Context: an optimization exercise on an open-source flow, tuned for small area. The choices shown serve that exercise and are no tape-out recipe. Only simulation tests tie the RTL to the original design; equivalence was not proved. No driver is modelled on the clock port, so clocking that relies on it looks cheaper here than on a real chip. Power and IR drop assume default switching activity.

==> flow/design.v <==
module System_top #(
    parameter  DATA_WIDTH='d8 ,
                DATA_DEPTH='d16,
                PRESCALE_WIDTH='d5,
                NUM_STAGES='d2,
                RATIO_WD='d4
) (
    input wire REF_CLK,
    input wire RST,
    input wire RX_IN,
    output wire TX_OUT
);
localparam [3:0] S_IDLE = 4'd4,    
                 S_WA   = 4'd7,    
                 S_WD   = 4'd3,    
                 S_WR   = 4'd15,    
                 S_RA   = 4'd10,    
                 S_RD   = 4'd6,    
                 S_CA   = 4'd12,    
                 S_CB   = 4'd8,    
                 S_DFB  = 4'd9,    
                 S_DF   = 4'd2,   
                 S_AL   = 4'd14,   
                 S_AIM  = 4'd13,   
                 S_AID  = 4'd5,   
                 S_AS   = 4'd0,   
                 S_TX   = 4'd1;   
reg  [3:0]  state;
reg  [3:0]  slot_cnt;    
reg         clr;         
reg         rx_act;      
reg  [3:0]  cyc;         
reg  [3:0]  bitn;        
reg  [15:0] P;
reg         cy;          
reg         sg;          
reg         hb;          
reg         second;      
reg         pe, pt;      
reg  [3:0]  r3;          
reg  [15:0] ring0, ring1, ring2, ring3, ring4, ring5, ring6, ring7;
wire [7:0]  T = {ring7[0], ring6[0], ring5[0], ring4[0],
                 ring3[0], ring2[0], ring1[0], ring0[0]};
wire        is2 = (slot_cnt == 4'd2);
wire        is3 = (slot_cnt == 4'd3);
wire [7:0]  rv  = {3'b000, is2, is2 | is3, is2, 1'b0, is2};
wire [3:0]  waddr = (state == S_CB) ? 4'd0 : ((state == S_DFB) ? 4'd1 : P[3:0]);
wire        wr    = ((state == S_WR) | ((state == S_CB) | (state == S_DFB)) & (bitn == 4'd7)) &
                    (slot_cnt == waddr);
wire [7:0]  rin   = clr ? rv : (wr ? P[15:8] : T);
always @(posedge REF_CLK) begin
    ring0 <= {rin[0], ring0[15:1]};
    ring1 <= {rin[1], ring1[15:1]};
    ring2 <= {rin[2], ring2[15:1]};
    ring3 <= {rin[3], ring3[15:1]};
    ring4 <= {rin[4], ring4[15:1]};
    ring5 <= {rin[5], ring5[15:1]};
    ring6 <= {rin[6], ring6[15:1]};
    ring7 <= {rin[7], ring7[15:1]};
end
always @(posedge REF_CLK or negedge RST) begin
    if (!RST) begin
        slot_cnt <= 4'd0;
        clr      <= 1'b1;
    end else begin
        slot_cnt <= {slot_cnt[2:0],
                     slot_cnt[3] ^ slot_cnt[2] ^ (slot_cnt[2:0] == 3'b000)};
        if (slot_cnt == 4'd8)
            clr <= 1'b0;
    end
end
always @(posedge REF_CLK) begin
    if (is2) begin
        pe <= T[0];
        pt <= T[1];
    end
    if (is3)
        r3 <= T[3:0];
end
wire [3:0]  fn    = P[11:8];                    
wire        fmul  = (fn == 4'd2);
wire        fdiv  = (fn == 4'd3);
wire        aim   = (state == S_AIM);
wire        aid   = (state == S_AID);
wire        as    = (state == S_AS);
wire        f_cmp = (fn[3:2] == 2'b10);         
wire        f_sub = (fn == 4'd1) | f_cmp;       
wire        f_lg  = (fn[3:2] == 2'b01);         
wire        f_sl  = (fn[3:2] == 2'b11) &  fn[0];    
wire        f_sr  = (fn[3:2] == 2'b11) & ~fn[0];    
wire        f_ld1 = fmul | (fn[3:1] == 3'b111);     
wire        Tb    = T[cyc[2:0]];                
wire        first = (bitn == 4'd0);
wire        last   = (bitn == 4'd7);
wire        hi8   = P[8] & ~first;              
wire        x     = as ? P[0] : (aid ? hb : hi8);
wire        yb    = aim ? (P[0] & Tb) :
                    aid ? (Tb ^ ~sg) :
                    ((f_sl ? x : Tb) ^ f_sub);
wire        fs    = x ^ yb ^ cy;
wire        fc    = (x & yb) | (x & cy) | (yb & cy);
wire        lgb   = fn[1] ^ (fn[0] ? (x | Tb) : (x & Tb));
wire        ins   = aim ? fs :
                    aid ? fs & ~last :          
                    f_lg ? lgb :
                    (f_sr | (fn == 4'd8)) ? 1'b0 : fs;
wire        ser   = ~cyc[3] & (aim ? (slot_cnt == 4'd0) : (slot_cnt == 4'd1));
wire        post  = (aim | aid) & cyc[3];       
wire        as_st = as & ser;                   
wire        as_end = as_st & (f_sr | (cyc[2:0] == 3'b111));
wire        hi_st = (aim | aid) & ser;          
wire        m_post = aim & post;                
wire        d_post = aid & post;                
wire        s8     = hb ^ ~sg ^ cy;             
wire        nz    = sg | ins;                   
wire        gt    = fc & nz;                    
wire [7:0]  hiv   = (fn == 4'd1) ? {8{~fc}} : {7'b0, (fn == 4'd0) & fc};
wire        rx_en   = (state == S_IDLE) | (state == S_WA) | (state == S_WD) | (state == S_WR) |
                      (state == S_RA) | (state == S_CA) | (state == S_CB) | (state == S_DFB) |
                      (state == S_DF);
wire        tx      = (state == S_TX);
wire        bend    = (cyc[3:1] == 3'b111);     
wire        rx_smp  = rx_act & (cyc == 4'd11);  
wire        rx_dat  = rx_smp & bitn[3];
wire        rx_end  = rx_smp & ((bitn == 4'd1) | (bitn == 4'd0) & ~pe);
wire        tx_dat  = tx & bend & bitn[3];
wire        tx_end  = tx & bend & ((bitn == 4'd1) | (bitn == 4'd0) & ~pe);
wire [7:0]  rxb     = P[15:8];                  
wire        rd_hit  = (state == S_RD) & (slot_cnt == P[11:8]);
wire        al_hit  = (state == S_AL) & (slot_cnt == {3'b000, f_ld1});
wire        m_done  = m_post & last;
wire        d_done  = d_post & last;
wire        go_tx   = rd_hit | m_done | d_done | as_end;
assign TX_OUT = ~tx | (bitn[3] ? P[0] :
                       (bitn == 4'd7) ? 1'b0 :
                       ((bitn == 4'd0) & pe) ? cy : 1'b1);
always @(posedge REF_CLK or negedge RST) begin
    if (!RST) begin
        state  <= S_IDLE;
        rx_act <= 1'b0;
    end else begin
        if (!rx_act) begin
            if (rx_en & ~RX_IN)
                rx_act <= 1'b1;
        end else if (rx_end)
            rx_act <= 1'b0;
        case (state)
            S_IDLE: if (rx_end) begin
                        if (rxb == 8'hAA)      state <= S_WA;
                        else if (rxb == 8'hBB) state <= S_RA;
                        else if (rxb == 8'hCC) state <= S_CA;
                        else if (rxb == 8'hDD) state <= S_DF;
                    end
            S_WA:   if (rx_end) state <= S_WD;
            S_WD:   if (rx_end) state <= S_WR;
            S_WR:   if (wr) state <= S_IDLE;
            S_RA:   if (rx_end) state <= S_RD;
            S_CA:   if (rx_end) state <= S_CB;
            S_CB:   if (rx_end) state <= S_DFB;
            S_DFB,
            S_DF:   if (rx_end) state <= S_AL;
            S_AL:   if (al_hit) state <= fmul ? S_AIM : (fdiv ? S_AID : S_AS);
            S_TX:   if (tx_end & ~second) state <= S_IDLE;
            default: if (go_tx) state <= S_TX;      
        endcase
    end
end
always @(posedge REF_CLK) begin
    if (go_tx | tx_end) begin
        cyc  <= ~r3;
        bitn <= 4'd7;
    end else if (rx_act | tx) begin
        if (bend) begin
            cyc  <= tx ? ~r3 : 4'd7;
            bitn <= bitn + 4'd1;
        end else
            cyc  <= cyc + 4'd1;
    end else if (al_hit) begin
        cyc  <= 4'd0;
        bitn <= 4'd0;
    end else if (aim | aid | as) begin
        if (ser)
            cyc  <= cyc + 4'd1;
        if (post) begin
            cyc  <= 4'd0;
            bitn <= bitn + 4'd1;
        end
    end else begin
        cyc  <= 4'd8;       
        bitn <= 4'd7;
    end
    if (rx_dat | tx_dat)
        P <= {RX_IN, P[15:1]};
    if (rd_hit)
        P[7:0] <= T;
    if (al_hit) begin
        P[7:0] <= T;
    end
    if (hi_st)
        P[15:8] <= {ins, P[15:9]};
    if (m_post)
        P <= {cy, P[15:1]};
    if (d_post) begin
        P[7:0] <= {P[6:0], ~s8};
    end
    if (as_st) begin
        P[7:0] <= {ins, P[7:1]};
        if (as_end) begin
            P[15:8] <= hiv;
            if (f_cmp)
                P[7:0] <= {6'b0, fn[1] & gt, fn[0] & (fn[1] ? gt : ~nz)};
        end
    end
    if (tx & bend & (bitn == 4'd7))
        cy <= pt;
    else if (tx_dat)
        cy <= cy ^ P[0];
    else if (al_hit)
        cy <= f_sub | fdiv;
    else if (as_st | hi_st)
        cy <= fc;
    else if (m_post)
        cy <= 1'b0;
    else if (d_post)
        cy <= ~s8;
    if (al_hit)
        sg <= 1'b0;
    else if (as_st)
        sg <= nz;
    else if (d_post)
        sg <= s8;
    if (al_hit)
        hb <= T[7];
    else if (aid & ser)
        hb <= hi8;
    else if (d_post)
        hb <= P[6];
    if (state == S_RD)
        second <= 1'b0;
    else if (state == S_AL)
        second <= 1'b1;
    else if (tx_end)
        second <= 1'b0;
end
endmodule
Settings: LEC_CHECK=0, ABC_AREA=1, CAP_MARGIN=20, CORE_MARGIN=2, CORE_UTILIZATION=60, CTS_BUF_LIST=sky130_fd_sc_hd__clkbuf_8, SLEW_MARGIN=20; clock period 32.0 ns.
standard.sh (not shown) runs the stock make flow with config.mk's settings and CLKGATE_MAP_FILE= SYNTH_SCRIPT=/design/flow/synth_recipe.tcl, a recipe that flattens the netlist after the stock synthesis.
==> flow/flow/run.sh <==
#!/bin/bash
# ORFS flow with three changes:
#  - synthesis is the standard flow's, except that ABC maps the logic with flow/area.abc
#    (an area-oriented script; flip-flops are mapped before ABC, unchanged);
#  - CTS builds the tree from clkbuf_4 without dummy loads;
#  - before routing, flow/fix_clk.tcl upsizes to clkbuf_8 the clock buffers
#    whose flip-flops would see a slow clock edge.
set -e
W=$(pwd)
export MY_ABC_SCRIPT=$W/flow/area.abc
export CTS_ARGS="-sink_clustering_enable -repair_clock_nets -buf_list sky130_fd_sc_hd__clkbuf_4 -dont_use_dummy_load"
S="SYNTH_SCRIPT=$W/flow/mysynth.tcl"
bash standard.sh synth "$S" > standard_synth.log 2>&1
bash standard.sh cts "$S" > standard_cts.log 2>&1
openroad -no_init -exit flow/fix_clk.tcl > fix_clk.log 2>&1
bash standard.sh finish "$S" > standard.log 2>&1
Other scripts of this flow, unchanged in this note and not shown: flow/flow/area.abc, flow/flow/fix_clk.tcl, flow/flow/mysynth.tcl
Rerun with:
--- a/flow/design.v
+++ b/flow/design.v
@@ -9,23 +9,23 @@
     input wire RST,
     input wire RX_IN,
     output wire TX_OUT
 );
-localparam [3:0] S_IDLE = 4'd4,    
-                 S_WA   = 4'd7,    
-                 S_WD   = 4'd3,    
-                 S_WR   = 4'd15,    
-                 S_RA   = 4'd10,    
-                 S_RD   = 4'd6,    
+localparam [3:0] S_IDLE = 4'd6,    
+                 S_WA   = 4'd10,    
+                 S_WD   = 4'd13,    
+                 S_WR   = 4'd3,    
+                 S_RA   = 4'd2,    
+                 S_RD   = 4'd8,    
                  S_CA   = 4'd12,    
-                 S_CB   = 4'd8,    
-                 S_DFB  = 4'd9,    
-                 S_DF   = 4'd2,   
+                 S_CB   = 4'd5,    
+                 S_DFB  = 4'd7,    
+                 S_DF   = 4'd4,   
                  S_AL   = 4'd14,   
-                 S_AIM  = 4'd13,   
-                 S_AID  = 4'd5,   
-                 S_AS   = 4'd0,   
-                 S_TX   = 4'd1;   
+                 S_AIM  = 4'd9,   
+                 S_AID  = 4'd0,   
+                 S_AS   = 4'd11,   
+                 S_TX   = 4'd15;   
 reg  [3:0]  state;
 reg  [3:0]  slot_cnt;    
 reg         clr;         
 reg         rx_act;      
@@ -34,9 +34,8 @@
 reg  [15:0] P;
 reg         cy;          
 reg         sg;          
 reg         hb;          
-reg         second;      
 reg         pe, pt;      
 reg  [3:0]  r3;          
 reg  [15:0] ring0, ring1, ring2, ring3, ring4, ring5, ring6, ring7;
 wire [7:0]  T = {ring7[0], ring6[0], ring5[0], ring4[0],
@@ -159,9 +158,9 @@
             S_CB:   if (rx_end) state <= S_DFB;
             S_DFB,
             S_DF:   if (rx_end) state <= S_AL;
             S_AL:   if (al_hit) state <= fmul ? S_AIM : (fdiv ? S_AID : S_AS);
-            S_TX:   if (tx_end & ~second) state <= S_IDLE;
+            S_TX:   if (tx_end & ~sg) state <= S_IDLE;
             default: if (go_tx) state <= S_TX;      
         endcase
     end
 end
@@ -222,9 +221,11 @@
     else if (m_post)
         cy <= 1'b0;
     else if (d_post)
         cy <= ~s8;
-    if (al_hit)
+    if (go_tx)
+        sg <= (state != S_RD);
+    else if (tx_end | al_hit)
         sg <= 1'b0;
     else if (as_st)
         sg <= nz;
     else if (d_post)
@@ -234,12 +235,6 @@
     else if (aid & ser)
         hb <= hi8;
     else if (d_post)
         hb <= P[6];
-    if (state == S_RD)
-        second <= 1'b0;
-    else if (state == S_AL)
-        second <= 1'b1;
-    else if (tx_end)
-        second <= 1'b0;
 end
 endmodule
- count of clock-buffer cells in the layout stays the same
- die area is lower by about 0.3%
- fmax is higher by 0.82%
- cell area hardly moves
- clock power is higher by about 2%
- final cell count is lower by 1.8%
- core utilization is lower by 0.13 points
- setup slack gains 71 ps
- total power stays flat
- wire length is higher by 4.8%

-- what the ideal ports hide --
In the flow no input, the clock included, has a driving cell. The finished layouts below were timed again as built, in two steps.
Step 1 assumes that a clkbuf_16 drives the clock port and a buf_2 every other input.
Step 2 also shifts input and output timing later by t, the mid clock arrival at the registers, as if the neighbouring blocks saw the same clock.
Three values: ideal, step 1, step 2; two values: the first two.
run | t (ns) | setup WS [ns] | worst setup path at the end | worst register clock-pin slew, ns | worst data-port slew with drivers (ns)
the first run | 0.421 | 23.290 / 23.260 / 23.681 | register to output | 0.11 / 0.11 | 0.03
the second run | 0.430 | 23.361 / 23.329 / 23.760 | register to output | 0.11 / 0.11 | 0.03
After both steps setup and hold are still met in every run listed.
